From an optimization exercise on the open Yosys and OpenROAD flow, aimed at small area; shortcuts taken in it are not production practice. Function was checked by simulation only, so behaviour that the tests miss may differ from the original. In every run shown here, the design's own scripts or RTL, not TritonCTS, make the clock network. The clock port is modelled as an ideal driver, which makes a skipped or thinned clock tree look cheaper than it is; a real chip needs a root buffer or a tree. Power figures rest on the tool's default switching activity, not on a simulated workload.

[design/flow/design.v]
module reaction_timer_top(
	input  logic       clk,
	input  logic       rst,
	input  logic       start_stop_btn,
	output logic       led,
	output logic [3:0] an,
	output logic [6:0] seg
);
	localparam logic [1:0] S0 = 2'd0, S1 = 2'd1, S2 = 2'd2, S3 = 2'd3;
	logic [1:0] state;
	logic [15:0] r;	 
	logic btn_d1, btn_d2;
	always_ff @(posedge clk, posedge rst)
		if (rst) btn_d1 <= 1'b0;
		else btn_d1 <= start_stop_btn;
	always_ff @(posedge clk)
		btn_d2 <= btn_d1;
	wire pulse = btn_d1 & ~btn_d2;
	logic [4:0] ph;
	localparam logic [7:0] PH_FB = 8'd180;	 
	always_ff @(posedge clk, posedge rst)
		if (rst) ph <= 5'd8;
		else ph <= {ph[3:0], PH_FB[{ph[4], ph[3], ph[0]}]};
	wire p9  = (ph[2:0] == 3'b101);	 
	wire p19 = (ph[3:1] == 3'b010);	 
	wire tick = p9;
	logic [1:0] dcnt;
	always_ff @(posedge clk, posedge rst)
		if (rst) dcnt <= 2'd0;
		else if (tick) dcnt <= dcnt + 2'd1;
	logic [2:0] t5;
	assign t5 = r[11:9];
	wire [2:0] t5n = t5[2] ? 3'd0 : t5 + 3'd1;
	wire dtick = p19 & dcnt[0] & t5[2];
	wire inc = (state == S1) ? dtick : (state == S2) ? tick : 1'b0;
	wire bin = (state == S1);
	logic [15:0] rinc;
	logic c1, c2, c3;
	always_comb begin
		logic w0, w1, wb0, wb1;
		w0 = bin ? &r[3:0] : (r[3] & r[0]);
		wb0 = ~bin & r[3] & r[0];
		rinc[0] = ~r[0];
		rinc[1] = (r[1] ^ r[0]) & ~wb0;
		rinc[2] = r[2] ^ (r[1] & r[0]);
		rinc[3] = (r[3] ^ (r[2] & r[1] & r[0])) & ~wb0;
		c1 = w0;
		w1 = bin ? &r[7:4] : (r[7] & r[4]);
		wb1 = ~bin & r[7] & r[4];
		rinc[4] = r[4] ^ c1;
		rinc[5] = (r[5] ^ (c1 & r[4])) & ~(c1 & wb1);
		rinc[6] = r[6] ^ (c1 & r[5] & r[4]);
		rinc[7] = (r[7] ^ (c1 & r[6] & r[5] & r[4])) & ~(c1 & wb1);
		c2 = c1 & w1;
		rinc[8] = r[8] ^ c2;
		rinc[9] = (r[9] ^ (c2 & r[8])) & ~(c2 & r[11] & r[8]);
		rinc[10] = r[10] ^ (c2 & r[9] & r[8]);
		rinc[11] = (r[11] ^ (c2 & r[10] & r[9] & r[8])) & ~(c2 & r[11] & r[8]);
		c3 = c2 & r[11] & r[8];
		rinc[12] = r[12] ^ c3;
		rinc[13] = (r[13] ^ (c3 & r[12])) & ~(c3 & r[15] & r[12]);
		rinc[14] = r[14] ^ (c3 & r[13] & r[12]);
		rinc[15] = (r[15] ^ (c3 & r[14] & r[13] & r[12])) & ~(c3 & r[15] & r[12]);
	end
	wire done = (state == S1) & r[8];
	always_ff @(posedge clk, posedge rst)
		if (rst) r[7:0] <= 8'h9B;	 
		else if (state == S0) r[7:0] <= {r[6:0], ~(r[7] ^ r[5] ^ r[4] ^ r[3])};
		else if (inc) r[7:0] <= rinc[7:0];
	always_ff @(posedge clk)
		if (state == S0 || done) r[8] <= 1'b0;
		else if (inc) r[8] <= rinc[8];
	always_ff @(posedge clk, posedge rst)
		if (rst) r[11:9] <= 3'd4;
		else if (!(state == S2 || state == S3)) begin
			if (done) r[11:9] <= 3'd0;
			else if (tick) r[11:9] <= t5n;
		end else if (inc) r[11:9] <= rinc[11:9];
	always_ff @(posedge clk, posedge rst)
		if (rst) r[15:12] <= 4'd0;
		else if (inc) r[15:12] <= rinc[15:12];
	always_ff @(posedge clk, posedge rst)
		if (rst) state <= S0;
		else case (state)
			S0: if (pulse) state <= S1;
			S1: if (done) state <= S2;
			S2: if (pulse) state <= S3;
			default: ;
		endcase
	assign led = (state == S2);
	wire [1:0] sel = dcnt | {2{~(state == S2 || state == S3)}};
	logic [3:0] dig;
	always_comb
		case (sel)
			2'd0: dig = r[3:0];
			2'd1: dig = r[7:4];
			2'd2: dig = r[11:8];
			default: dig = r[15:12];
		endcase
	always_comb
		case (dcnt)
			2'd0: an = 4'b1110;
			2'd1: an = 4'b1101;
			2'd2: an = 4'b1011;
			default: an = 4'b0111;
		endcase
	always_comb
		case (dig)
			4'd0: seg = 7'b0000001;
			4'd1: seg = 7'b1001111;
			4'd2: seg = 7'b0010010;
			4'd3: seg = 7'b0000110;
			4'd4: seg = 7'b1001100;
			4'd5: seg = 7'b0100100;
			4'd6: seg = 7'b0100000;
			4'd7: seg = 7'b0001111;
			4'd8: seg = 7'b0000000;
			4'd9: seg = 7'b0001100;
			default: seg = 7'bxxxxxxx;
		endcase
endmodule
[design/flow/flow/run.sh]
#!/bin/bash
# Own layout flow: the standard synthesis, then an area-oriented ABC
# re-mapping of the combinational logic only (every flip-flop instance is
# kept as synthesised, with its name and cell), then the standard layout
# with small port buffers and a one-buffer clock tree.
set -euo pipefail
W=$PWD
R=$W/orfs/results/$FLOW_PLATFORM/reaction_timer_top/base
LIB=$FLOW_HOME/platforms/$FLOW_PLATFORM/lib/sky130_fd_sc_hd__tt_025C_1v80.lib

# 1. standard synthesis (netlist only)
bash standard.sh $R/1_2_yosys.v > $W/log_1_synth.txt 2>&1
cp $R/1_2_yosys.v $W/1_2_yosys_standard.v

# 2. re-map the combinational logic for area
#    ABC's deepsyn is run with several seeds; the smallest netlist is kept.
reopt() {
	sed -e "s|@IN@|$W/1_2_yosys_standard.v|" -e "s|@OUT@|$W/reopt_$1.v|" -e "s|@LIB@|$LIB|g" \
		-e "s|@SEED@|$1|" $W/flow/reopt.ys > $W/reopt_$1.ys
	yosys -s $W/reopt_$1.ys > $W/log_2_reopt_$1.txt 2>&1 || true
}
SEEDS=$(seq 1 16)
for s in $SEEDS; do
	reopt $s &
	while (( $(jobs -rp | wc -l) >= ${NUM_CORES:-4} )); do sleep 1; done
done
wait
best=""; best_area=""
for s in $SEEDS; do
	a=$(grep "Chip area" $W/log_2_reopt_$s.txt | tail -n 1 | awk '{print $NF}')
	[[ -n "$a" && -f $W/reopt_$s.v ]] || continue
	if [[ -z "$best" ]] || awk -v a="$a" -v b="$best_area" 'BEGIN{exit !(a<b)}'; then best=$s; best_area=$a; fi
done
echo "reopt: seed $best, area $best_area" > $W/log_2_reopt.txt
cp $W/reopt_$best.v $R/1_2_yosys.v

# 3. standard floorplan and placement from the re-mapped netlist
bash standard.sh \
	"BUFFER_PORTS_ARGS=-buffer_cell sky130_fd_sc_hd__buf_1" \
	$R/3_place.odb $R/3_place.sdc > $W/log_3_place.txt 2>&1

# 4. clock tree: one buffer between the clock port and all flip-flops
MCTS_RESULTS=$R MCTS_LIB=$LIB MCTS_PLATFORM_DIR=$FLOW_HOME/platforms/$FLOW_PLATFORM \
	MCTS_CLK=clk MCTS_CELL=sky130_fd_sc_hd__buf_12 \
	openroad -no_init -exit $W/flow/manual_cts.tcl > $W/log_4_cts.txt 2>&1

# 5. standard routing and finishing
bash standard.sh \
	"BUFFER_PORTS_ARGS=-buffer_cell sky130_fd_sc_hd__buf_1" \
	finish > $W/log_5_finish.txt 2>&1
[design/flow/flow/manual_cts.tcl]
# Manual clock tree: the clock port drives one buffer (MCTS_CELL), placed at
# the centre of the flip-flops, which drives every clock sink.
set R $::env(MCTS_RESULTS)
read_db $R/3_place.odb
read_liberty $::env(MCTS_LIB)
read_sdc $R/3_place.sdc
source $::env(MCTS_PLATFORM_DIR)/setRC.tcl
set db [ord::get_db]
set block [ord::get_db_block]
set clkNet [$block findNet $::env(MCTS_CLK)]
set master [$db findMaster $::env(MCTS_CELL)]
set sinks [$clkNet getITerms]
set sx 0; set sy 0; set n 0
foreach it $sinks {
	set inst [$it getInst]
	set loc [$inst getLocation]
	incr sx [lindex $loc 0]; incr sy [lindex $loc 1]; incr n
}
puts "manual_cts: [llength $sinks] sinks"
set buf [odb::dbInst_create $block $master clkbuf_manual_0]
set net [odb::dbNet_create $block clknet_manual_0]
$net setSigType CLOCK
foreach it $sinks {
	$it disconnect
	$it connect $net
}
[$buf findITerm A] connect $clkNet
[$buf findITerm X] connect $net
$buf setLocation [expr {$sx / $n}] [expr {$sy / $n}]
$buf setPlacementStatus PLACED
detailed_placement
check_placement
set_propagated_clock [all_clocks]
estimate_parasitics -placement
set m 0
foreach p [get_pins -hierarchical */CLK] {
	set s [get_property $p slew_max]
	if {$s > $m} { set m $s }
}
puts "manual_cts: worst clock pin slew $m"
report_checks -path_delay min -format end -group_path_count 3
write_db $R/4_1_cts.odb
write_sdc -no_timestamp $R/4_cts.sdc
[design/flow/flow/reopt.ys]
read_liberty -ignore_miss_func @LIB@
read_verilog @IN@
hierarchy -top reaction_timer_top
blackbox sky130_fd_sc_hd__df* sky130_fd_sc_hd__conb_1
flatten
opt_clean -purge
abc -liberty @LIB@ -dont_use sky130_fd_sc_hd__lpflow_* -dont_use sky130_fd_sc_hd__probe* -script +strash;&get,-n;&deepsyn,-T,60,-S,@SEED@;&put;&get,-n;&nf,-R,1000,-p;&put
opt_clean -purge
hilomap -singleton -hicell sky130_fd_sc_hd__conb_1 HI -locell sky130_fd_sc_hd__conb_1 LO
splitnets
opt_clean -purge
stat -liberty @LIB@
write_verilog -noattr -nohex -nodec @OUT@
[design/flow/standard.sh]
#!/bin/bash
# synth_recipe.tcl (not shown) runs the flow's synth.tcl, then flattens the netlist and writes it again
# the make line also repeats each setting of config.mk as NAME=value (left out here)
make -C /OpenROAD-flow-scripts/flow DESIGN_CONFIG=/design/flow/config.mk WORK_HOME=/design/flow/orfs CLKGATE_MAP_FILE= SYNTH_SCRIPT=/design/flow/synth_recipe.tcl "${@:-finish}"
[design/flow/config.mk]
export PLATFORM = sky130hd
export DESIGN_NAME = reaction_timer_top
export DESIGN_NICKNAME = reaction_timer_top
export VERILOG_FILES = /design/flow/design.v
export SDC_FILE = /design/flow/constraint.sdc
export NUM_CORES = 4
export LEC_CHECK = 0
export CAP_MARGIN = 20
export CORE_MARGIN = 2
export CORE_UTILIZATION = 40
export SLEW_MARGIN = 20
[design/flow/constraint.sdc]
create_clock -name core_clock -period 18.0 [get_ports {clk}]
set_input_delay 3.6000 -clock core_clock [delete_from_list [all_inputs] [get_ports {clk}]]
set_output_delay 3.6000 -clock core_clock [all_outputs]
set_load 0.01 [all_outputs]
==> run_results.csv, run 1 <==
group,metric,value,unit
status,outcome,"complete, no violations",
routing,top_layer_used,"met4",
routing,met3_length,87,um
die,pin_count,15,
die,die_h,60.71,um
clock_tree,clock_latency,0.14,ns
placement,gp_congestion,0.8132,
timing,worst_pin_slew,0.8760,ns
timing,slew_headroom,0.4124,
routing,drt-met1-wl,1208,um
final_layout,drive_above_1_share,0.05063,
timing,fin_worst_skew,0.006213,ns
logic_synthesis,synth.avg_cell_area,8.995,um2
placement,portBuffers,14,
final_layout,n_fill_cell,320,
timing,fin_crit_sh,0.3418,
worst_setup_path,end_kind,"output pin",
run,max-cap-violations,0,
worst_setup_path,reg2reg_from,"state[1]$_DFFE_PP0P_",
timing,setup_violations,0,
final_layout,utilization,0.4631,
logic_synthesis,synth.net_count,146,
final_layout,final_area,1414,um2
logic_synthesis,synthesis.area,1286,um2
clock_tree,clkSlewWorstSetupHoldPaths,0.10,ns
timing,max_freq,162.5,MHz
die,coreArea,3053,um2
routing,ant_nets,0,
hold_path,holdPathEnd,"ph[3]$_DFF_PP1_",
die,die_width,60.71,um
logic_synthesis,syn_inst,143,
global_route,track_usage,0.1499,
final_layout,layout_commonest_cell,"nand2_1",
timing,fin_tns_setup,0,ns
logic_synthesis,synth_warnings,1,
routing,drc,0,
timing,finalHoldViolCount,0,
routing,via_count,1059,
final_layout,syn_to_final_growth,9.922,%
power,powerDensity,85.10,nW/um2
timing,whs,0.3795,ns
power,p_leak,0.5568,nW
die,dieArea,3685,um2
timing,rsz0062_at_grt,"no",
final_layout,nets,163,
timing,maxSlewViolCount,0,
global_route,grt_overflow,0,
routing,wl_per_cell,12.45,um
hold_path,worstHoldStart,"ph[2]$_DFF_PP0_",
worst_setup_path,rr_worst_depth,11,
hold_path,hp-class,"flop to flop",
worst_setup_path,crit_arrival,2.55,ns
die,start_util,0.4213,
global_route,antenna_found_initial,0,
routing,dr_wl_met2,1189,um
worst_setup_path,cp.required,14.40,ns
power,ir_worst_vdd,0.00004846,V
placement,dp_hpwl,1871,um
final_layout,most-common-layout-cells,"22 x nand2_1, 18 x dfrtp_1, 15 x nor2_1, 15 x a21oi_1, 14 x buf_1",
die,num_rows,20,
timing,min_period,6.152,ns
worst_setup_path,path_class,"flop to output pin",
worst_setup_path,worst-path-max-fanout,6,
routing,finalWirelength,2515,um
worst_setup_path,cp-start-kind,"flop",
global_route,grt_max_degree,28,
placement,placed_cell_area,1394,um2
global_route,grt_pass1_wl,4374,um
worst_setup_path,r2r_end,"r[14]$_DFFE_PP0P_",
routing,viasPerCell,5.243,
routing,dr.first_iter.drc_count,55,
final_layout,n_antenna_cell,0,
routing,first_pass_iters,4,
global_route,first_global_vias,973,
hold_path,whs_path_depth,0,
worst_setup_path,r2r_slack,14.77,ns
-- sequential cells by signal (all words and copies together) (netlist names) --
name / flops
r: 16
ph: 5
dcnt: 2
state: 2
btn_d1: 1
btn_d2: 1
-- how the worst max path moves through the flow --
stage	startpoint	end	slack (ns)	cells past startpoint
5_1_grt	dcnt[0]$_DFFE_PP0N_	seg[0]	11.56	10
6_report	dcnt[0]$_DFFE_PP0N_	seg[0]	11.85	10
3_5_place_dp	dcnt[0]$_DFFE_PP0N_	seg[0]	12.06	10
3_3_place_gp	dcnt[0]$_DFFE_PP0N_	seg[0]	12.24	10
2_1_floorplan	dcnt[0]$_DFFE_PP0N_	seg[0]	12.17	9
-- cell type report --
type	count	area, um2	share of cell area
tap	44	55.05	0.03894
buffer	1	20.02	0.01416
inverter	11	41.29	0.02920
sequential	27	674.4	0.4770
timing repair buffer	14	52.55	0.03717
multi-input combinational	105	570.5	0.4035
-- per-stage QoR --
step / total power (W) / cells / setup WS [ns]
floorplan: 0.00009243 / 143 / 12.17
global placement: 0.00009726 / 201 / 12.24
detailed placement: 0.00009779 / 201 / 12.06
global route: 0.0001280 / 202 / 11.56
finish: 0.0001203 / 202 / 11.85
-- routing by layer --
layer | up-vias | track usage
met5 | - | 0
met4 | 0 | 0.01553
met3 | 2 | 0.006397
met2 | 19 | 0.2596
met1 | 513 | 0.2174
li1 | 525 | -
-- power by group --
part | switching [W] | internal [W] | total [W] | leakage, nW
Sequential | 0.0000103 | 0.0000714 | 0.0000816 | 0.331
Clock | 0.0000146 | 0.00000907 | 0.0000237 | 0.00940
Combinational | 0.00000727 | 0.00000774 | 0.0000150 | 0.216
-- worst max-delay path, cell delays in order, from the launching register on --
cell and delay, ns:
dfrtp_1 0.46, clkinv_1 0.14, nor2_1 0.22, a222oi_1 0.15
o21ai_0 0.52, nor3b_1 0.10, nor2_1 0.21, a21oi_1 0.10
nor3b_1 0.28, nor3b_1 0.08, buf_1 0.15
==> run 2, diff against run 1 <==
--- a/design/flow/design.v
+++ b/design/flow/design.v
@@ -76,8 +76,8 @@
 			if (done) r[11:9] <= 3'd0;
 			else if (tick) r[11:9] <= t5n;
 		end else if (inc) r[11:9] <= rinc[11:9];
-	always_ff @(posedge clk, posedge rst)
-		if (rst) r[15:12] <= 4'd0;
+	always_ff @(posedge clk)
+		if (state == S0) r[15:12] <= 4'd0;
 		else if (inc) r[15:12] <= rinc[15:12];
 	always_ff @(posedge clk, posedge rst)
 		if (rst) state <= S0;
@@ -88,15 +88,15 @@
 			default: ;
 		endcase
 	assign led = (state == S2);
-	wire [1:0] sel = dcnt | {2{~(state == S2 || state == S3)}};
-	logic [3:0] dig;
+	logic [3:0] dsel;
 	always_comb
-		case (sel)
-			2'd0: dig = r[3:0];
-			2'd1: dig = r[7:4];
-			2'd2: dig = r[11:8];
-			default: dig = r[15:12];
+		case (dcnt)
+			2'd0: dsel = r[3:0];
+			2'd1: dsel = r[7:4];
+			2'd2: dsel = r[11:8];
+			default: dsel = r[15:12];
 		endcase
+	wire [3:0] dig = dsel & {4{state == S2 || state == S3}};
 	always_comb
 		case (dcnt)
 			2'd0: an = 4'b1110;
==> run_results.csv, run 2 <==
group,metric,value,unit
final_layout,syn_to_final_growth,9.990,%
clock_tree,clkSlewWorstSetupHoldPaths,0.10,ns
timing,worst_pin_slew,0.7284,ns
global_route,grt_max_degree,28,
worst_setup_path,rr_worst_depth,9,
die,die_h,60.51,um
timing,fin_tns_setup,0,ns
placement,gp_congestion,0.8474,
global_route,grt_overflow,0,
routing,dr.first_iter.drc_count,54,
timing,finalHoldViolCount,0,
placement,dp_hpwl,2146,um
timing,min_period,5.695,ns
logic_synthesis,synthesis.area,1277,um2
logic_synthesis,synth.avg_cell_area,8.750,um2
worst_setup_path,cp-start-kind,"flop",
final_layout,layout_commonest_cell,"nand2_1",
final_layout,largest_register,"r",
final_layout,top_regs,"r: 16 flops, ph: 5 flops",
worst_setup_path,worst-path-max-fanout,5,
power,powerDensity,93.43,nW/um2
worst_setup_path,cp-startpoint,"dcnt[0]$_DFFE_PP0N_",
final_layout,n_antenna_cell,0,
routing,ant_nets,0,
hold_path,hp-class,"flop to flop",
global_route,grt_pass1_wl,4664,um
die,coreArea,3053,um2
final_layout,n_fill_cell,316,
die,dieArea,3661,um2
timing,max_freq,175.6,MHz
die,die_width,60.51,um
routing,wl_per_cell,13.62,um
logic_synthesis,synth.net_count,149,
worst_setup_path,crit_arrival,2.10,ns
global_route,use_met1,0.2043,
global_route,grt_util_met2,0.3106,
routing,first_pass_iters,4,
logic_synthesis,syn_inst,146,
final_layout,nets,166,
run,max-cap-violations,0,
worst_setup_path,end_kind,"output pin",
worst_setup_path,r2r_slack,14.85,ns
timing,fin_worst_skew,0.003206,ns
timing,slew_headroom,0.5114,
power,p_leak,0.5291,nW
status,outcome,"complete, no violations",
die,pin_count,15,
worst_setup_path,crit_path_end,"seg[6]",
worst_setup_path,r2r_end,"r[14]$_SDFFE_PP0P_",
routing,viasPerCell,5.293,
placement,portBuffers,14,
logic_synthesis,synth_warnings,1,
worst_setup_path,path_class,"flop to output pin",
global_route,track_usage,0.1636,
global_route,grtUsageMet3,0.008529,
routing,drc,0,
global_route,antenna_found_initial,0,
timing,setup_violations,0,
power,ir_worst_vdd,0.00006201,V
die,num_rows,20,
clock_tree,clock_latency,0.14,ns
final_layout,most-common-layout-cells,"23 x nand2_1, 16 x a21oi_1, 14 x o21ai_0, 14 x dfrtp_1, 14 x buf_1",
final_layout,drive_above_1_share,0.04969,
worst_setup_path,cp.required,14.40,ns
timing,fin_crit_sh,0.3164,
timing,rsz0062_at_grt,"no",
die,start_util,0.4184,
worst_setup_path,reg2reg_from,"state[1]$_DFFE_PP0P_",
global_route,gr-max-usage-layer,"met2",
final_layout,utilization,0.4602,
final_layout,largest_reg_flops,16,
global_route,first_global_vias,1046,
routing,finalWirelength,2792,um
power,fin_total_pwr,0.0001313,W
routing,via_count,1085,
timing,maxSlewViolCount,0,
==> run 2: report_power, final <==
group	leakage [nW]	switching [W]	internal, W	total [W]
clock network	0.00940	0.0000148	0.00000907	0.0000238
registers	0.307	0.0000107	0.0000707	0.0000814
logic	0.212	0.0000160	0.0000101	0.0000261
==> run 2: routing by layer <==
layer / up-vias / wire [um]
met1: 525 / 1271
met3: 4 / 53
li1: 541 / -
met4: 0 / 57
met2: 15 / 1410
met5: - / 0
==> run 2: how the worst min path moves through the flow <==
stage	from	to	slack (ns)	cells after the start
6_report	btn_d1$_DFF_PP0_	btn_d2$_DFF_P_	0.38	0
5_1_grt	btn_d1$_DFF_PP0_	btn_d2$_DFF_P_	0.39	0
3_5_place_dp	btn_d1$_DFF_PP0_	btn_d2$_DFF_P_	0.35	0
3_3_place_gp	btn_d1$_DFF_PP0_	btn_d2$_DFF_P_	0.36	0
2_1_floorplan	ph[1]$_DFF_PP0_	ph[2]$_DFF_PP0_	0.35	0
==> run 2: layout make-up <==
type,count,area [um2],area share
repair buffers,14,52.55,0.03740
well taps,44,55.05,0.03918
flip-flops and latches,27,654.4,0.4657
plain buffers,1,20.02,0.01425
inverters,7,26.28,0.01870
multi-input cells,112,596.8,0.4248
==> run 2: metrics by stage <==
step	area [um2]	hold WS, ns	instances	setup slack (ns)
floorplan	1277	0.3456	146	12.66
global placement	1385	0.3552	204	12.62
detailed placement	1385	0.3530	204	12.50
global route	1405	0.3900	205	12.15
finish	1405	0.3757	205	12.30
==> run 2: worst max-delay path, stage by stage (launching register included) <==
cell	delay, ns
dfrtp_1	0.42
clkinv_1	0.14
nand2_1	0.16
o22ai_1	0.11
nor2_1	0.24
nand2_1	0.12
nand2_1	0.10
o31ai_1	0.08
a211o_1	0.33
nor2_1	0.10
buf_1	0.16
==> run 3, diff against run 2 <==
--- a/design/flow/design.v
+++ b/design/flow/design.v
@@ -10,7 +10,7 @@
 	logic [1:0] state;
 	logic [15:0] r;	 
 	logic btn_d1, btn_d2;
-	always_ff @(posedge clk, posedge rst)
+	always_ff @(posedge clk)
 		if (rst) btn_d1 <= 1'b0;
 		else btn_d1 <= start_stop_btn;
 	always_ff @(posedge clk)
@@ -18,7 +18,7 @@
 	wire pulse = btn_d1 & ~btn_d2;
 	logic [4:0] ph;
 	localparam logic [7:0] PH_FB = 8'd180;	 
-	always_ff @(posedge clk, posedge rst)
+	always_ff @(posedge clk)
 		if (rst) ph <= 5'd8;
 		else ph <= {ph[3:0], PH_FB[{ph[4], ph[3], ph[0]}]};
 	wire p9  = (ph[2:0] == 3'b101);	 
@@ -63,14 +63,14 @@
 		rinc[15] = (r[15] ^ (c3 & r[14] & r[13] & r[12])) & ~(c3 & r[15] & r[12]);
 	end
 	wire done = (state == S1) & r[8];
-	always_ff @(posedge clk, posedge rst)
+	always_ff @(posedge clk)
 		if (rst) r[7:0] <= 8'h9B;	 
 		else if (state == S0) r[7:0] <= {r[6:0], ~(r[7] ^ r[5] ^ r[4] ^ r[3])};
 		else if (inc) r[7:0] <= rinc[7:0];
 	always_ff @(posedge clk)
 		if (state == S0 || done) r[8] <= 1'b0;
 		else if (inc) r[8] <= rinc[8];
-	always_ff @(posedge clk, posedge rst)
+	always_ff @(posedge clk)
 		if (rst) r[11:9] <= 3'd4;
 		else if (!(state == S2 || state == S3)) begin
 			if (done) r[11:9] <= 3'd0;
==> run_results.csv, run 3 <==
group,metric,value,unit
final_layout,fin_cells,211,
routing,wl_per_cell,13.59,um
die,start_util,0.4145,
placement,dp.cells,210,
die,dieArea,3601,um2
worst_setup_path,worst-path-max-fanout,7,
timing,fin_crit_sh,0.3389,
final_layout,most-common-layout-cells,"23 x dfxtp_1, 20 x nor2_1, 17 x a21oi_1, 14 x buf_1, 11 x nand2_1",
routing,drc,0,
global_route,track_usage,0.1670,
final_layout,top_regs,"r: 16 flops, ph: 5 flops",
final_layout,n_antenna_cell,0,
die,pin_count,15,
power,p_leak,0.4719,nW
timing,worst_pin_slew,0.6805,ns
final_layout,largest_register,"r",
worst_setup_path,cp-start-kind,"flop",
logic_synthesis,synth.net_count,155,
final_layout,nets,172,
worst_setup_path,path_class,"flop to output pin",
hold_path,whs_path_depth,0,
power,powerDensity,97.31,nW/um2
routing,dr.first_iter.drc_count,51,
die,die_width,60.01,um
timing,rsz0062_at_grt,"no",
hold_path,hp-class,"flop to flop",
routing,viasPerCell,5.393,
final_layout,drive_above_1_share,0.005988,
final_layout,layout_commonest_cell,"dfxtp_1",
logic_synthesis,synthesis.area,1255,um2
placement,gp_congestion,0.9328,
routing,ant_nets,0,
timing,whs,0.3614,ns
timing,setup_violations,0,
placement,portBuffers,14,
worst_setup_path,cp.required,14.40,ns
final_layout,syn_to_final_growth,10.17,%
run,max-cap-violations,0,
global_route,first_global_vias,1099,
routing,first_pass_iters,4,
timing,slew_headroom,0.5463,
global_route,antenna_found_initial,0,
timing,finalHoldViolCount,0,
worst_setup_path,crit_arrival,2.50,ns
placement,dp_hpwl,2181,um
worst_setup_path,rr_worst_depth,11,
logic_synthesis,syn_inst,152,
clock_tree,clock_latency,0.14,ns
logic_synthesis,synth_warnings,1,
global_route,grt_max_degree,28,
final_layout,largest_reg_flops,16,
routing,via_count,1138,
worst_setup_path,end_kind,"output pin",
timing,min_period,6.100,ns
status,outcome,"complete, no violations",
clock_tree,clkSlewWorstSetupHoldPaths,0.11,ns
die,num_rows,20,
global_route,grt_pass1_wl,4823,um
timing,fin_worst_skew,0.001655,ns
die,die_h,60.01,um
power,ir_worst_vdd,0.00005251,V
timing,fin_tns_setup,0,ns
timing,max_freq,163.9,MHz
die,coreArea,3028,um2
routing,finalWirelength,2868,um
timing,maxSlewViolCount,0,
logic_synthesis,synth.avg_cell_area,8.256,um2
global_route,grt_overflow,0,
## run 3: cell count changes in the layout (fill, tap and decap cells not counted), moves of 3 or more
| cell | before | now |
|---|---|---|
| o21a_1 | 1 | 4 |
| dfxtp_1 | 6 | 23 |
| dfrtp_1 | 14 | 4 |
| nor2b_1 | 2 | 8 |
| dfstp_2 | 7 | 0 |
| nor2_1 | 13 | 20 |
| nand2_1 | 23 | 11 |
| o21ai_0 | 14 | 9 |
## run 3: metal layers
metal	wire (um)	track usage	up-vias
met4	29	0.03492	0
met3	116	0.006494	4
li1	-	-	576
met2	1393	0.2795	28
met1	1328	0.2387	530
met5	0	0	-
## run 3: metrics by stage
| stage | util | total power (W) | cell area [um2] | worst slack (ns) |
|---|---|---|---|---|
| floorplan | - | 0.00009851 | 1255 | 12.24 |
| global placement | 0.4500 | 0.0001074 | 1363 | 12.35 |
| finish | 0.4566 | 0.0001345 | 1383 | 11.90 |
| detailed placement | 0.4500 | 0.0001096 | 1363 | 12.16 |
| global route | 0.4566 | 0.0001423 | 1383 | 11.62 |
## run 3: worst paths after layout
check,start,endpoint,slack (ns)
max,dcnt[0]$_DFFE_PP0N_,seg[5],11.90
min,btn_d1$_SDFF_PP0_,btn_d2$_DFF_P_,0.36
max reg2reg,state[1]$_DFFE_PP0P_,r[15]$_SDFFE_PP0P_,14.94
min reg2reg,btn_d1$_SDFF_PP0_,btn_d2$_DFF_P_,0.36
max in group asynchronous,rst,state[0]$_DFFE_PP0P_,14.19
min in group asynchronous,rst,dcnt[0]$_DFFE_PP0N_,3.64
## run 3: area by class of cell
cell class	count	area, um2
fillers	313	1645
multi-input cells	120	675.6
flip-flops and latches	27	560.5
well taps	44	55.05
repair buffers	14	52.55
plain buffers	1	20.02
inverters	5	18.77
## run 3: power by group
group,leakage (nW),total (W),internal (W),switching [W]
registers,0.235,0.0000681,0.0000632,0.00000493
logic,0.227,0.0000414,0.0000142,0.0000272
clock network,0.00940,0.0000250,0.00000909,0.0000159
## run 3: critical path: stages (launching register included)
cell and delay, ns:
dfrtp_1 0.46, or2_0 0.35, o22ai_1 0.24, nor2_1 0.13, nor3_1 0.32, a21oi_1 0.14, nor2_1 0.19, o21a_1 0.14
nor2b_1 0.18, nor4_1 0.06, buf_1 0.14
==> run 4, diff against run 3 <==
--- a/design/flow/design.v
+++ b/design/flow/design.v
@@ -24,10 +24,11 @@
 	wire p9  = (ph[2:0] == 3'b101);	 
 	wire p19 = (ph[3:1] == 3'b010);	 
 	wire tick = p9;
-	logic [1:0] dcnt;
+	logic [1:0] dj;
 	always_ff @(posedge clk, posedge rst)
-		if (rst) dcnt <= 2'd0;
-		else if (tick) dcnt <= dcnt + 2'd1;
+		if (rst) dj <= 2'd0;
+		else if (tick) dj <= {dj[0], ~dj[1]};
+	wire [1:0] dcnt = {dj[1], dj[1] ^ dj[0]};
 	logic [2:0] t5;
 	assign t5 = r[11:9];
 	wire [2:0] t5n = t5[2] ? 3'd0 : t5 + 3'd1;
--- a/design/flow/flow/run.sh
+++ b/design/flow/flow/run.sh
@@ -19,7 +19,7 @@
 		-e "s|@SEED@|$1|" $W/flow/reopt.ys > $W/reopt_$1.ys
 	yosys -s $W/reopt_$1.ys > $W/log_2_reopt_$1.txt 2>&1 || true
 }
-SEEDS=$(seq 1 16)
+SEEDS=$(seq 1 24)
 for s in $SEEDS; do
 	reopt $s &
 	while (( $(jobs -rp | wc -l) >= ${NUM_CORES:-4} )); do sleep 1; done
==> run_results.csv, run 4 <==
group,metric,value,unit
power,p_sw_frac,0.2804,
routing,via_count,1084,
power,p_leak,0.5165,nW
power,netSwitchingPower,0.00003115,W
die,die_h,59.76,um
power,combPwrFrac,0.179,
global_route,grt_max_degree,28,
routing,finalWirelength,2601,um
timing,finalHoldViolCount,0,
status,outcome,"complete, no violations",
timing,rsz0062_at_grt,"no",
global_route,first_global_vias,1021,
routing,drc,0,
routing,viasPerCell,5.503,
timing,setup_violations,0,
logic_synthesis,syn_inst,149,
clock_tree,clkSlewWorstSetupHoldPaths,0.11,ns
logic_synthesis,synth.net_count,152,
timing,worst_pin_slew,0.6500,ns
die,coreArea,3003,um2
timing,max_freq,174.1,MHz
timing,min_period,5.745,ns
timing,maxSlewViolCount,0,
run,max-cap-violations,0,
timing,fin_crit_sh,0.3191,
power,ir_worst_vdd,0.00004451,V
die,start_util,0.4142,
worst_setup_path,crit_arrival,2.14,ns
routing,first_pass_iters,4,
worst_setup_path,worst-path-max-fanout,9,
final_layout,n_antenna_cell,0,
global_route,track_usage,0.1581,
worst_setup_path,cp-start-kind,"flop",
die,dieArea,3571,um2
power,powerDensity,81.82,nW/um2
routing,ant_nets,0,
final_layout,syn_to_final_growth,9.155,%
routing,dr.first_iter.drc_count,51,
final_layout,nets,169,
timing,fin_tns_setup,0,ns
final_layout,top_regs,"r: 16 flops, ph: 5 flops",
power,clockPowerShare,0.222,
die,pin_count,15,
placement,dp.cells,196,
routing,wl_per_cell,13.20,um
power,seqPwrFrac,0.599,
worst_setup_path,end_kind,"output pin",
timing,slew_headroom,0.5667,
final_layout,layout_commonest_cell,"dfxtp_1",
placement,gp_congestion,0.8033,
logic_synthesis,synth_warnings,1,
final_layout,largest_reg_flops,16,
final_layout,largest_register,"r",
worst_setup_path,cp.required,14.40,ns
global_route,antenna_found_initial,0,
logic_synthesis,synth.avg_cell_area,8.347,um2
global_route,grt_pass1_wl,4512,um
worst_setup_path,path_class,"flop to output pin",
hold_path,hp-class,"flop to flop",
final_layout,drive_above_1_share,0.02439,
clock_tree,clock_latency,0.14,ns
die,num_rows,20,
power,power.internal,0.00007992,W
global_route,grt_overflow,0,
placement,dp_hpwl,2056,um
logic_synthesis,synthesis.area,1244,um2
final_layout,fin_cells,197,
timing,fin_worst_skew,0.002935,ns
final_layout,most-common-layout-cells,"23 x dfxtp_1, 19 x nor2_1, 19 x nand2_1, 18 x a21oi_1, 15 x o21ai_0",
die,die_width,59.76,um
placement,portBuffers,14,
[run 4: through the flow]
stage	utilization	power, W	worst slack [ns]	hold WS (ns)	area [um2]
after floorplan	-	0.00008163	12.34	0.3311	1244
after global placement	0.4454	0.00008730	12.53	0.3375	1338
after detailed placement	0.4454	0.00008784	12.44	0.3436	1338
after global routing	0.4521	0.0001176	12.02	0.3654	1358
final	0.4521	0.0001111	12.26	0.3596	1358
[run 4: worst max-delay path: stages, from the launching register on]
cell and delay [ns]:
dfrtp_1 0.53, mux4_2 0.58, nor2_1 0.14, a21oi_1 0.08, nor2_1 0.12, a21boi_0 0.25, and2_0 0.15, buf_1 0.15
[run 4: final timing paths]
kind,startpoint,to,slack [ns],cells after the start
worst min-delay path,btn_d1$_SDFF_PP0_,btn_d2$_DFF_P_,0.36,0
worst max-delay path,dj[1]$_DFFE_PP0N_,seg[6],12.26,7
worst min register to register,btn_d1$_SDFF_PP0_,btn_d2$_DFF_P_,0.36,0
worst max register to register,state[1]$_DFFE_PP0P_,r[14]$_SDFFE_PP0P_,14.55,14
min in group asynchronous,rst,state[0]$_DFFE_PP0P_,3.63,2
max in group asynchronous,rst,dj[1]$_DFFE_PP0N_,14.20,2
[run 4: power groups by stage]
stage / Sequential [W] / Clock, W / Combinational, W
2_1_floorplan: 0.0000669 / 0 / 0.0000147
3_3_place_gp: 0.0000677 / 0 / 0.0000196
3_5_place_dp: 0.0000679 / 0 / 0.0000199
5_1_grt: 0.0000673 / 0.0000275 / 0.0000227
6_report: 0.0000665 / 0.0000246 / 0.0000199
[run 4: cell type report]
type | instances | area (um2)
Buffer | 1 | 20.02
Fill cell | 313 | 1645
Inverter | 6 | 22.52
Multi-Input combinational cell | 116 | 660.6
Sequential cell | 27 | 560.5
Tap cell | 33 | 41.29
Timing Repair Buffer | 14 | 52.55
[run 4: metal layers]
| layer | vias up | track usage | part of all wire |
|---|---|---|---|
| met5 | - | 0 | 0 |
| met4 | 0 | 0.03175 | 0.014 |
| met3 | 4 | 0.01732 | 0.042 |
| met2 | 22 | 0.2717 | 0.47 |
| met1 | 496 | 0.2140 | 0.47 |
| li1 | 562 | - | - |
==> run 5, diff against run 4 <==
--- a/design/flow/design.v
+++ b/design/flow/design.v
@@ -19,10 +19,10 @@
 	logic [4:0] ph;
 	localparam logic [7:0] PH_FB = 8'd180;	 
 	always_ff @(posedge clk)
-		if (rst) ph <= 5'd8;
-		else ph <= {ph[3:0], PH_FB[{ph[4], ph[3], ph[0]}]};
-	wire p9  = (ph[2:0] == 3'b101);	 
-	wire p19 = (ph[3:1] == 3'b010);	 
+		if (rst) ph <= 5'd1;
+		else ph <= {ph[3:0], PH_FB[{ph[4], ph[2], ph[1]}]};
+	wire p9  = ph[4] & ~ph[2] & ph[0];	 
+	wire p19 = ph[4] & ~ph[2] & ~ph[1];	 
 	wire tick = p9;
 	logic [1:0] dj;
 	always_ff @(posedge clk, posedge rst)
==> run_results.csv, run 5 <==
group,metric,value,unit
worst_setup_path,r2r_slack,14.68,ns
final_layout,syn_to_final_growth,9.304,%
timing,min_period,5.817,ns
routing,finalWirelength,2690,um
routing,ant_nets,0,
global_route,antenna_found_initial,0,
timing,max_freq,171.9,MHz
die,coreArea,2978,um2
worst_setup_path,cp-start-kind,"flop",
placement,gp_congestion,0.8109,
power,powerDensity,82.72,nW/um2
worst_setup_path,crit_arrival,2.22,ns
final_layout,fin_cells,195,
worst_setup_path,end_kind,"output pin",
worst_setup_path,r2r_end,"r[14]$_SDFFE_PP0P_",
timing,setup_violations,0,
logic_synthesis,synth.net_count,150,
timing,rsz0062_at_grt,"no",
die,die_width,59.31,um
timing,fin_worst_skew,0.005611,ns
timing,fin_tns_setup,0,ns
timing,finalHoldViolCount,0,
global_route,grt_overflow,0,
final_layout,largest_reg_flops,16,
routing,drc,0,
timing,fin_crit_sh,0.3231,
logic_synthesis,syn_inst,147,
worst_setup_path,cp.required,14.40,ns
die,die_h,59.31,um
placement,dp.cells,194,
worst_setup_path,reg2reg_from,"state[1]$_DFFE_PP0P_",
placement,dp_hpwl,2144,um
logic_synthesis,synth_warnings,1,
placement,place_ws,12.39,ns
worst_setup_path,cp-startpoint,"dj[0]$_DFFE_PP0P_",
timing,maxSlewViolCount,0,
routing,viasPerCell,5.533,
die,num_rows,20,
final_layout,n_fill_cell,307,
routing,wl_per_cell,13.79,um
final_layout,n_antenna_cell,0,
worst_setup_path,path_class,"flop to output pin",
run,max-cap-violations,0,
global_route,first_global_vias,947,
global_route,grt_max_degree,28,
final_layout,multi_input_area,651.9,um2
timing,slew_headroom,0.5234,
final_layout,drive_above_1_share,0.01235,
final_layout,final_area,1338,um2
timing,layout_setup_ws,12.18,ns
final_layout,seq_area,560.5,um2
worst_setup_path,rr_worst_depth,14,
power,p_leak,0.5095,nW
clock_tree,clock_latency,0.14,ns
final_layout,utilization,0.4492,
global_route,grt_pass1_wl,4671,um
final_layout,nets,167,
final_layout,layout_commonest_cell,"dfxtp_1",
placement,placed_cell_area,1318,um2
die,start_util,0.4109,
global_route,track_usage,0.1663,
die,dieArea,3518,um2
worst_setup_path,crit_path_end,"seg[6]",
final_layout,top_regs,"r: 16 flops, ph: 5 flops",
die,pin_count,15,
power,ir_worst_vdd,0.00006327,V
logic_synthesis,synthesis.area,1224,um2
routing,first_pass_iters,4,
worst_setup_path,worst-path-max-fanout,7,
routing,via_count,1079,
clock_tree,clkSlewWorstSetupHoldPaths,0.10,ns
routing,dr.first_iter.drc_count,62,
status,outcome,"complete, no violations",
final_layout,most-common-layout-cells,"23 x dfxtp_1, 20 x nor2_1, 17 x a21oi_1, 16 x nand2_1, 14 x buf_1",
hold_path,hp-class,"flop to flop",
placement,portBuffers,14,
timing,worst_pin_slew,0.7150,ns
logic_synthesis,synth.avg_cell_area,8.324,um2
final_layout,largest_register,"r",
-- run 5: cell count changes in the layout (fill, tap and decap cells not counted), sizes merged, moves of 3 or more --
cell	delta
o31ai	+3
o22ai	+5
nand2	-3
o21ai	-3
nor3	-3
clkinv	-3
o21a	-3
-- run 5: per-stage QoR --
stage,hold WS [ns],total power [W]
after global routing,0.3695,0.0001180
after global placement,0.3403,0.00008748
after detailed placement,0.3449,0.00008833
final,0.3593,0.0001106
after floorplan,0.3311,0.00008217
-- run 5: worst max-delay path, cell delays in order (launching register included) --
cell and delay (ns):
dfrtp_1 0.45, or2_0 0.34, o22ai_1 0.25, nor2_1 0.10
nor2_1 0.13, a21oi_1 0.07, nor2_1 0.12, a21boi_0 0.27
and2_0 0.18, buf_1 0.15
-- run 5: worst min path at each step --
stage,startpoint,cells after the start,slack (ns),to
after floorplan,btn_d1$_SDFF_PP0_,0,0.33,btn_d2$_DFF_P_
after global placement,btn_d1$_SDFF_PP0_,0,0.34,btn_d2$_DFF_P_
after detailed placement,btn_d1$_SDFF_PP0_,0,0.34,btn_d2$_DFF_P_
after global routing,btn_d1$_SDFF_PP0_,0,0.37,btn_d2$_DFF_P_
final,btn_d1$_SDFF_PP0_,0,0.36,btn_d2$_DFF_P_
-- run 5: layer usage --
metal / track usage / part of all wire
met5: 0 / 0
met4: 0.003247 / 0
met2: 0.2732 / 0.47
met3: 0.006550 / 0.022
met1: 0.2558 / 0.51
-- run 5: final cells by class --
type / instances / area share
Multi-Input combinational cell: 117 / 0.4874
Sequential cell: 27 / 0.4191
Timing Repair Buffer: 14 / 0.03929
Tap cell: 33 / 0.03087
Buffer: 1 / 0.01497
Inverter: 3 / 0.008419
-- run 5: report_power, final --
group | leakage (nW) | internal, W | switching [W]
sequential | 0.235 | 0.0000620 | 0.00000256
clock | 0.00940 | 0.00000907 | 0.0000143
combinational | 0.265 | 0.00000800 | 0.0000147
==> run 6, diff against run 5 <==
--- a/design/flow/flow/run.sh
+++ b/design/flow/flow/run.sh
@@ -19,7 +19,7 @@
 		-e "s|@SEED@|$1|" $W/flow/reopt.ys > $W/reopt_$1.ys
 	yosys -s $W/reopt_$1.ys > $W/log_2_reopt_$1.txt 2>&1 || true
 }
-SEEDS=$(seq 1 24)
+SEEDS=$(seq 1 40)
 for s in $SEEDS; do
 	reopt $s &
 	while (( $(jobs -rp | wc -l) >= ${NUM_CORES:-4} )); do sleep 1; done
==> run_results.csv, run 6 <==
group,metric,value,unit
die,start_util,0.4109,
power,fin_total_pwr,0.0001106,W
hold_path,whs_path_depth,0,
placement,placed_cell_area,1318,um2
die,pin_count,15,
power,combPwrFrac,0.205,
die,num_rows,20,
worst_setup_path,cp-start-kind,"flop",
die,die_width,59.31,um
worst_setup_path,r2r_slack,14.68,ns
final_layout,fin_cells,195,
timing,fin_tns_setup,0,ns
routing,drc,0,
global_route,grt_pass1_wl,4671,um
routing,viasPerCell,5.533,
placement,portBuffers,14,
power,clockPowerShare,0.211,
timing,min_period,5.817,ns
final_layout,final_area,1338,um2
logic_synthesis,synth.net_count,150,
timing,fin_worst_skew,0.005611,ns
final_layout,nets,167,
power,ir_worst_vdd,0.00006327,V
timing,worst_pin_slew,0.7150,ns
final_layout,n_fill_cell,307,
worst_setup_path,cp.required,14.40,ns
global_route,antenna_found_initial,0,
run,max-cap-violations,0,
logic_synthesis,synth_warnings,1,
placement,dp_hpwl,2144,um
hold_path,worstHoldStart,"btn_d1$_SDFF_PP0_",
final_layout,largest_register,"r",
timing,fin_crit_sh,0.3231,
final_layout,multi_input_area,651.9,um2
global_route,track_usage,0.1663,
die,coreArea,2978,um2
worst_setup_path,path_class,"flop to output pin",
logic_synthesis,synthesis.area,1224,um2
placement,gp_congestion,0.8109,
final_layout,largest_reg_flops,16,
final_layout,drive_above_1_share,0.01235,
power,p_sw_frac,0.2852,
timing,finalHoldViolCount,0,
status,outcome,"complete, no violations",
global_route,grt_overflow,0,
worst_setup_path,end_kind,"output pin",
final_layout,layout_commonest_cell,"dfxtp_1",
routing,dr.first_iter.drc_count,62,
timing,max_freq,171.9,MHz
final_layout,utilization,0.4492,
logic_synthesis,syn_inst,147,
routing,finalWirelength,2690,um
power,powerDensity,82.72,nW/um2
logic_synthesis,synth.avg_cell_area,8.324,um2
power,netSwitchingPower,0.00003156,W
worst_setup_path,reg2reg_from,"state[1]$_DFFE_PP0P_",
final_layout,top_regs,"r: 16 flops, ph: 5 flops",
clock_tree,clkSlewWorstSetupHoldPaths,0.10,ns
final_layout,most-common-layout-cells,"23 x dfxtp_1, 20 x nor2_1, 17 x a21oi_1, 16 x nand2_1, 14 x buf_1",
clock_tree,clock_latency,0.14,ns
hold_path,hp-class,"flop to flop",
final_layout,seq_area,560.5,um2
power,seqPwrFrac,0.584,
routing,first_pass_iters,4,
worst_setup_path,worst-path-max-fanout,7,
global_route,grt_max_degree,28,
timing,rsz0062_at_grt,"no",
final_layout,syn_to_final_growth,9.304,%
timing,slew_headroom,0.5234,
power,power.internal,0.00007909,W
routing,ant_nets,0,
routing,wl_per_cell,13.79,um
hold_path,holdPathEnd,"btn_d2$_DFF_P_",
worst_setup_path,r2r_end,"r[14]$_SDFFE_PP0P_",
timing,maxSlewViolCount,0,
worst_setup_path,crit_arrival,2.22,ns
placement,dp.cells,194,
global_route,first_global_vias,947,
routing,via_count,1079,
die,die_h,59.31,um
final_layout,n_antenna_cell,0,
timing,setup_violations,0,
worst_setup_path,rr_worst_depth,14,
die,dieArea,3518,um2
power,p_leak,0.5095,nW
run 6: cell counts in the layout (fill, tap and decap cells not counted):
Identical to the previous run, type by type.
run 6: worst max-delay path by stage:
stage / from / end / slack (ns) / cells past startpoint
finish: dj[0]$_DFFE_PP0P_ / seg[6] / 12.18 / 9
global route: dj[0]$_DFFE_PP0P_ / seg[6] / 12.01 / 9
detailed placement: dj[0]$_DFFE_PP0P_ / seg[6] / 12.39 / 9
global placement: dj[0]$_DFFE_PP0P_ / seg[6] / 12.56 / 9
floorplan: dj[0]$_DFFE_PP0P_ / seg[6] / 12.33 / 8
run 6: cell type report:
cell class              count  share of cell area
flip-flops and latches     27              0.4191
well taps                  33             0.03087
repair buffers             14             0.03929
plain buffers               1             0.01497
inverters                   3            0.008419
multi-input cells         117              0.4874
run 6: power by group through the flow:
stage	sequential (W)	combinational, W	clock (W)
floorplan	0.0000654	0.0000168	0
global placement	0.0000657	0.0000217	0
detailed placement	0.0000660	0.0000224	0
global route	0.0000653	0.0000256	0.0000272
finish	0.0000646	0.0000227	0.0000234
run 6: metal layers:
metal	vias to the layer above	global-route usage	share of wire
li1	558	-	-
met1	509	0.2558	0.51
met2	12	0.2732	0.47
met3	0	0.006550	0.022
met4	0	0.003247	0
met5	-	0	0
run 6: critical path, stage by stage, from the launching register on:
cell and delay [ns]:
dfrtp_1 0.45, or2_0 0.34, o22ai_1 0.25, nor2_1 0.10, nor2_1 0.13, a21oi_1 0.07
nor2_1 0.12, a21boi_0 0.27, and2_0 0.18, buf_1 0.15
run 6: metrics by stage:
stage / hold slack, ns / setup WS (ns)
after floorplan: 0.3311 / 12.33
after global placement: 0.3403 / 12.56
after detailed placement: 0.3449 / 12.39
after global routing: 0.3695 / 12.01
final: 0.3593 / 12.18

==> port drivers added, routing unchanged <==
Ports are ideal in the flow. The routed layouts listed here were re-timed in OpenROAD. Step 1 (the two cells are an assumption about what drives the block):
set clk [get_ports {clk}]
set_driving_cell -lib_cell sky130_fd_sc_hd__clkbuf_16 $clk
set_driving_cell -lib_cell sky130_fd_sc_hd__buf_2 [delete_from_list [all_inputs] $clk]
Step 2 times the ports against the registers' clock, not the clock port: input delays grow and output delays shrink by t, the midpoint of the rising clock arrivals with the driver on. Three values: ideal, step 1, step 2; two values: the first two.
run | t (ns) | setup slack, ns | worst register clock-pin slew, ns
run 1 | 0.166 | 11.848 / 11.815 / 11.981 | 0.10 / 0.10
run 2 | 0.168 | 12.304 / 12.271 / 12.439 | 0.10 / 0.10
run 3 | 0.169 | 11.900 / 11.871 / 12.039 | 0.11 / 0.11
run 4 | 0.168 | 12.256 / 12.226 / 12.393 | 0.11 / 0.11
run 5 | 0.160 | 12.183 / 12.156 / 12.316 | 0.10 / 0.10
run 6 | 0.160 | 12.183 / 12.156 / 12.316 | 0.10 / 0.10
After both steps every run listed still meets setup and hold.
